What follows belongs to an exercise in optimizing a design on an open flow for small area; a production flow would make more cautious choices.
At most, simulation tests tie the RTL to the original design; equivalence was not proved.
No activity file was given, so power comes from the tool's default toggle rates.

==> job 164 <==
// decodeAndMap
module decodeAndMap(drawX, drawY, drawColour, WE, resetn, clock, shapeselect, inputColour, vs_n, rotateX, rotateY, rotateZ, invert, pitch, roll, yaw, doneShape);
clock: 12.0 ns
lec_check: 0
abc_area: 1
cap_margin: 30
core_margin: 2
core_utilization: 75
cts_buf_list: sky130_fd_sc_hd__clkbuf_4 sky130_fd_sc_hd__clkbuf_8 sky130_fd_sc_hd__clkbuf_16
cts_cluster_diameter: 100
cts_cluster_size: 30
slew_margin: 20
run.sh (not shown) runs the stock make flow with config.mk's settings and CLKGATE_MAP_FILE= SYNTH_SCRIPT=/design/flow/synth_recipe.tcl, a recipe that flattens the netlist after the stock synthesis.
==> job 4395 (differences from job 164) <==
--- a/flow/design.v
+++ b/flow/design.v
@@ -43,21 +43,36 @@
     wire [12:0] ea_inc = rca({8'd0, ea}, 12'd0, 1'b1);
     wire [12:0] eb_inc = rca({8'd0, eb}, 12'd0, 1'b1);
     wire [12:0] ea_inc2 = rca({8'd0, ea}, 12'd1, 1'b1);
     wire eb_last = (eb == 4'd11);
     wire pair_last = eb_last & (ea == 4'd10);
     reg [2:0] rs;         
+    reg [1:0] wax;        
     reg win;              
-    reg wen;              
     reg sa, sb;           
     reg [1:0] cA, cB;     
     reg coA, coB;         
     wire odd = rs[2] | (rs[1] & rs[0]);
     wire head = (wi[0] == odd);
-    wire a0 = ry[0], a2 = ry[2], a6 = ry[6], a11 = ry[11];
-    wire b0 = rz[0], b2 = rz[2], b6 = rz[6], b11 = rz[11];
+    reg a0, a2, a6, a11, b0, b2, b6, b11;
+    always @(*) begin
+        case (wax)
+            2'd0: begin
+                a0 = ry[0]; a2 = ry[2]; a6 = ry[6]; a11 = ry[11];
+                b0 = rz[0]; b2 = rz[2]; b6 = rz[6]; b11 = rz[11];
+            end
+            2'd1: begin
+                a0 = rz[0]; a2 = rz[2]; a6 = rz[6]; a11 = rz[11];
+                b0 = rx[0]; b2 = rx[2]; b6 = rx[6]; b11 = rx[11];
+            end
+            default: begin
+                a0 = rx[0]; a2 = rx[2]; a6 = rx[6]; a11 = rx[11];
+                b0 = ry[0]; b2 = ry[2]; b6 = ry[6]; b11 = ry[11];
+            end
+        endcase
+    end
     wire lt2 = ~bi[3] & ~bi[2] & ~bi[1];
     wire lt6 = ~bi[3] & ~(bi[2] & bi[1]);
     wire qA1 = head ? b0 : sb;
     wire qA4 = head ? (~lt2 & b2) : (lt2 ? b2 : sb);
     wire qA64 = head ? (~lt6 & b6) : (lt6 ? b6 : sb);
     wire pA = head ? a0 : sa;
@@ -72,23 +87,29 @@
     wire [1:0] cinA = i0 ? {1'b1, nA} : cA;
     wire [1:0] cinB = i0 ? {1'b1, nB} : cB;
     wire oA1 = qA64 ^ nA, oA2 = ~(qA4 ^ nA), oA3 = qA1 ^ nA, oA4 = ~pA;
     wire oB1 = qB64 ^ nB, oB2 = ~(qB4 ^ nB), oB3 = qB1 ^ nB, oB4 = ~pB;
     wire sA1 = oA1 ^ oA2 ^ oA3, kA1 = (oA1 & oA2) | (oA1 & oA3) | (oA2 & oA3);
     wire sA2 = sA1 ^ oA4 ^ cinA[0], kA2 = (sA1 & oA4) | (sA1 & cinA[0]) | (oA4 & cinA[0]);
-    wire dA = sA2 & wen;
+    wire dA = sA2;
     wire [1:0] cAn = {kA1 & (kA2 | cinA[1]) | (kA2 & cinA[1]), kA1 ^ kA2 ^ cinA[1]};
     wire sB1 = oB1 ^ oB2 ^ oB3, kB1 = (oB1 & oB2) | (oB1 & oB3) | (oB2 & oB3);
     wire sB2 = sB1 ^ oB4 ^ cinB[0], kB2 = (sB1 & oB4) | (sB1 & cinB[0]) | (oB4 & cinB[0]);
-    wire dB = sB2 & wen;
+    wire dB = sB2;
     wire [1:0] cBn = {kB1 & (kB2 | cinB[1]) | (kB2 & cinB[1]), kB1 ^ kB2 ^ cinB[1]};
     wire oinA = ~i11 & coA;
     wire oinB = ~i11 & coB;
     wire nbA = a11 ^ dA ^ oinA, coAn = (a11 & dA) | (a11 & oinA) | (dA & oinA);
     wire nbB = b11 ^ dB ^ oinB, coBn = (b11 & dB) | (b11 & oinB) | (dB & oinB);
     wire wact = win & (head ? (bi[3] & (bi[2] | (bi[1] & bi[0]))) : ~(bi[3] & (bi[2] | (bi[1] & bi[0]))));
+    wire wrx = wact & (wax[1] | wax[0]);
+    wire wry = wact & ~wax[0];
+    wire wrz = wact & ~wax[1];
+    wire nbx = wax[1] ? nbA : nbB;
+    wire nby = wax[1] ? nbB : nbA;
+    wire nbz = wax[0] ? nbA : nbB;
     wire [2:0] rs_n = wend ? rs + 3'd1 : rs;
     wire odd_n = rs_n[2] | (rs_n[1] & rs_n[0]);
     wire next_head = (nw[0] == odd_n);
     wire [1:0] ax_n = (rs_n == 3'd0 || rs_n == 3'd3) ? 2'd0 : ((rs_n == 3'd1 || rs_n == 3'd4) ? 2'd1 : 2'd2);
     wire en_n = (ax_n == 2'd0) ? rotateX : ((ax_n == 2'd1) ? rotateY : rotateZ);
     reg [7:0] rp, rr, ry8;
@@ -136,15 +157,15 @@
     wire [12:0] pys = rca({3'd0, PY}, 12'd0, 1'b1);
     wire [12:0] nds = rca({3'd0, N}, 12'h1ff, 1'b0);
     wire hit1 = (bi == 4'd3) & ((wi == ea) | (wi == eb));
     wire hit2 = (bi == 4'd3) & (wi == (fb ? ea : eb));
     always @(posedge clock) begin
         lvs_n <= vs_n;
-        rx <= {rx[190:12], wact ? nbA : rx[11], rx[10:1], load ? vbit[2] : rx[0], rx[191]};
-        ry <= {ry[190:12], wact ? nbB : ry[11], ry[10:1], load ? vbit[1] : ry[0], ry[191]};
-        rz <= {rz[190:12], wact ? rx[11] : rz[11], rz[10:1], load ? vbit[0] : rz[0], rz[191]};
+        rx <= {rx[190:12], wrx ? nbx : rx[11], rx[10:1], load ? vbit[2] : rx[0], rx[191]};
+        ry <= {ry[190:12], wry ? nby : ry[11], ry[10:1], load ? vbit[1] : ry[0], ry[191]};
+        rz <= {rz[190:12], wrz ? nbz : rz[11], rz[10:1], load ? vbit[0] : rz[0], rz[191]};
         if (head & bend) begin
             sa <= a0;
             sb <= b0;
         end
         cA <= cAn;
         cB <= cBn;
@@ -288,22 +309,22 @@
                     end
                 end
                 S_ROTW: begin
                     if (bend & wend) begin
                         st <= S_ROT;
                         rs <= 3'd0;
-                        win <= 1'b1;
-                        wen <= rotateX;
+                        win <= rotateX;
+                        wax <= 2'd0;
                     end
                 end
                 S_ROT: begin
                     if (bend) begin
                         rs <= rs_n;
                         if (next_head) begin
-                            win <= (rs_n <= 3'd5);
-                            wen <= en_n;
+                            win <= (rs_n <= 3'd5) & en_n;
+                            wax <= ax_n;
                         end else if (!head)
                             win <= 1'b0;
                         if (rs_n == 3'd6 && nw == 4'd1)
                             st <= S_WAIT;
                     end
                 end
- ABC_AREA: 1 -> not set
- CORE_UTILIZATION: 75 -> 60
==> job 8907 (differences from job 164) <==
--- a/flow/design.v
+++ b/flow/design.v
@@ -43,21 +43,36 @@
     wire [12:0] ea_inc = rca({8'd0, ea}, 12'd0, 1'b1);
     wire [12:0] eb_inc = rca({8'd0, eb}, 12'd0, 1'b1);
     wire [12:0] ea_inc2 = rca({8'd0, ea}, 12'd1, 1'b1);
     wire eb_last = (eb == 4'd11);
     wire pair_last = eb_last & (ea == 4'd10);
     reg [2:0] rs;         
+    reg [1:0] wax;        
     reg win;              
-    reg wen;              
     reg sa, sb;           
     reg [1:0] cA, cB;     
     reg coA, coB;         
     wire odd = rs[2] | (rs[1] & rs[0]);
     wire head = (wi[0] == odd);
-    wire a0 = ry[0], a2 = ry[2], a6 = ry[6], a11 = ry[11];
-    wire b0 = rz[0], b2 = rz[2], b6 = rz[6], b11 = rz[11];
+    reg a0, a2, a6, a11, b0, b2, b6, b11;
+    always @(*) begin
+        case (wax)
+            2'd0: begin
+                a0 = ry[0]; a2 = ry[2]; a6 = ry[6]; a11 = ry[11];
+                b0 = rz[0]; b2 = rz[2]; b6 = rz[6]; b11 = rz[11];
+            end
+            2'd1: begin
+                a0 = rz[0]; a2 = rz[2]; a6 = rz[6]; a11 = rz[11];
+                b0 = rx[0]; b2 = rx[2]; b6 = rx[6]; b11 = rx[11];
+            end
+            default: begin
+                a0 = rx[0]; a2 = rx[2]; a6 = rx[6]; a11 = rx[11];
+                b0 = ry[0]; b2 = ry[2]; b6 = ry[6]; b11 = ry[11];
+            end
+        endcase
+    end
     wire lt2 = ~bi[3] & ~bi[2] & ~bi[1];
     wire lt6 = ~bi[3] & ~(bi[2] & bi[1]);
     wire qA1 = head ? b0 : sb;
     wire qA4 = head ? (~lt2 & b2) : (lt2 ? b2 : sb);
     wire qA64 = head ? (~lt6 & b6) : (lt6 ? b6 : sb);
     wire pA = head ? a0 : sa;
@@ -72,23 +87,29 @@
     wire [1:0] cinA = i0 ? {1'b1, nA} : cA;
     wire [1:0] cinB = i0 ? {1'b1, nB} : cB;
     wire oA1 = qA64 ^ nA, oA2 = ~(qA4 ^ nA), oA3 = qA1 ^ nA, oA4 = ~pA;
     wire oB1 = qB64 ^ nB, oB2 = ~(qB4 ^ nB), oB3 = qB1 ^ nB, oB4 = ~pB;
     wire sA1 = oA1 ^ oA2 ^ oA3, kA1 = (oA1 & oA2) | (oA1 & oA3) | (oA2 & oA3);
     wire sA2 = sA1 ^ oA4 ^ cinA[0], kA2 = (sA1 & oA4) | (sA1 & cinA[0]) | (oA4 & cinA[0]);
-    wire dA = sA2 & wen;
+    wire dA = sA2;
     wire [1:0] cAn = {kA1 & (kA2 | cinA[1]) | (kA2 & cinA[1]), kA1 ^ kA2 ^ cinA[1]};
     wire sB1 = oB1 ^ oB2 ^ oB3, kB1 = (oB1 & oB2) | (oB1 & oB3) | (oB2 & oB3);
     wire sB2 = sB1 ^ oB4 ^ cinB[0], kB2 = (sB1 & oB4) | (sB1 & cinB[0]) | (oB4 & cinB[0]);
-    wire dB = sB2 & wen;
+    wire dB = sB2;
     wire [1:0] cBn = {kB1 & (kB2 | cinB[1]) | (kB2 & cinB[1]), kB1 ^ kB2 ^ cinB[1]};
     wire oinA = ~i11 & coA;
     wire oinB = ~i11 & coB;
     wire nbA = a11 ^ dA ^ oinA, coAn = (a11 & dA) | (a11 & oinA) | (dA & oinA);
     wire nbB = b11 ^ dB ^ oinB, coBn = (b11 & dB) | (b11 & oinB) | (dB & oinB);
     wire wact = win & (head ? (bi[3] & (bi[2] | (bi[1] & bi[0]))) : ~(bi[3] & (bi[2] | (bi[1] & bi[0]))));
+    wire wrx = wact & (wax[1] | wax[0]);
+    wire wry = wact & ~wax[0];
+    wire wrz = wact & ~wax[1];
+    wire nbx = wax[1] ? nbA : nbB;
+    wire nby = wax[1] ? nbB : nbA;
+    wire nbz = wax[0] ? nbA : nbB;
     wire [2:0] rs_n = wend ? rs + 3'd1 : rs;
     wire odd_n = rs_n[2] | (rs_n[1] & rs_n[0]);
     wire next_head = (nw[0] == odd_n);
     wire [1:0] ax_n = (rs_n == 3'd0 || rs_n == 3'd3) ? 2'd0 : ((rs_n == 3'd1 || rs_n == 3'd4) ? 2'd1 : 2'd2);
     wire en_n = (ax_n == 2'd0) ? rotateX : ((ax_n == 2'd1) ? rotateY : rotateZ);
     reg [7:0] rp, rr, ry8;
@@ -136,15 +157,15 @@
     wire [12:0] pys = rca({3'd0, PY}, 12'd0, 1'b1);
     wire [12:0] nds = rca({3'd0, N}, 12'h1ff, 1'b0);
     wire hit1 = (bi == 4'd3) & ((wi == ea) | (wi == eb));
     wire hit2 = (bi == 4'd3) & (wi == (fb ? ea : eb));
     always @(posedge clock) begin
         lvs_n <= vs_n;
-        rx <= {rx[190:12], wact ? nbA : rx[11], rx[10:1], load ? vbit[2] : rx[0], rx[191]};
-        ry <= {ry[190:12], wact ? nbB : ry[11], ry[10:1], load ? vbit[1] : ry[0], ry[191]};
-        rz <= {rz[190:12], wact ? rx[11] : rz[11], rz[10:1], load ? vbit[0] : rz[0], rz[191]};
+        rx <= {rx[190:12], wrx ? nbx : rx[11], rx[10:1], load ? vbit[2] : rx[0], rx[191]};
+        ry <= {ry[190:12], wry ? nby : ry[11], ry[10:1], load ? vbit[1] : ry[0], ry[191]};
+        rz <= {rz[190:12], wrz ? nbz : rz[11], rz[10:1], load ? vbit[0] : rz[0], rz[191]};
         if (head & bend) begin
             sa <= a0;
             sb <= b0;
         end
         cA <= cAn;
         cB <= cBn;
@@ -288,22 +309,22 @@
                     end
                 end
                 S_ROTW: begin
                     if (bend & wend) begin
                         st <= S_ROT;
                         rs <= 3'd0;
-                        win <= 1'b1;
-                        wen <= rotateX;
+                        win <= rotateX;
+                        wax <= 2'd0;
                     end
                 end
                 S_ROT: begin
                     if (bend) begin
                         rs <= rs_n;
                         if (next_head) begin
-                            win <= (rs_n <= 3'd5);
-                            wen <= en_n;
+                            win <= (rs_n <= 3'd5) & en_n;
+                            wax <= ax_n;
                         end else if (!head)
                             win <= 1'b0;
                         if (rs_n == 3'd6 && nw == 4'd1)
                             st <= S_WAIT;
                     end
                 end
- ABC_AREA: 1 -> not set
- CORE_UTILIZATION: 75 -> 40
==> summary of the runs <==
Hold slack, lowest first: job 8907, job 4395, job 164. Sequential share of layout area: job 8907 < job 4395 < job 164. Of job 164 and job 8907, job 8907 has the higher final cell count (gap about 5%, measured against job 8907). Of job 4395 and job 164, job 4395 has the higher flip-flop and latch count (gap 1).
==> figures <==
metric                                                                              job 4395                 job 8907                  job 164
Result of the run                                                    complete, no violations  complete, no violations  complete, no violations
Share of final-layout standard cells stronger than drive strength 1                    4.38%                    4.44%                    5.20%
Count of cells along the worst register-to-register path                                  13                       15                       15
Power share of the combinational group                                                  1.3%                     1.3%                     2.2%
Layout inverter count without the clock tree                                              78                       78                      211
Slowest cell delay on critical path                                                  0.53 ns                  0.52 ns                  0.56 ns
Final clock-cell share                                                                 3.49%                    3.57%                    3.34%
Post-synth EDFFs                                                                          60                       60                       59
Final Wtd Congestion                                                                   0.868                    0.838                    0.919
Multi-input gate area in the final layout                                           5560 µm²                 5560 µm²                 5010 µm²
Function not checked in job 4395 and job 8907: the RTL went through the layout flow alone.

## re-timing with driven ports
How much do the figures lean on ideal ports? The routed layouts below were timed once more, with nothing changed but the port constraints.
Step 1 sets driving cells, clkbuf_16 on the clock port and buf_2 on the other inputs (assumed; they add their load-dependent delay and slew).
Step 2 times the ports against the registers' clock, not the clock port: input delays grow and output delays shrink by t, the midpoint of the rising clock arrivals with the driver on.
Three values: no drivers, after step 1, after step 2; two values: the first two.
| run | t (ns) | setup WS [ns] | worst hold slack (ns) | worst setup path after step 2 |
|---|---|---|---|---|
| job 164 | 0.651 | 6.045 / 6.021 / 5.775 | 0.327 / 0.327 / 0.327 | input to register |
| job 4395 | 0.631 | 6.100 / 6.069 / 6.069 | 0.325 / 0.325 / 0.325 | input to output |
| job 8907 | 0.635 | 6.115 / 6.087 / 6.087 | 0.324 / 0.324 / 0.324 | input to output |
After both steps setup and hold are still met in every run listed. The setup slack of job 164, which loses most, moves by -0.024 ns with the drivers and by -0.270 ns with both steps.
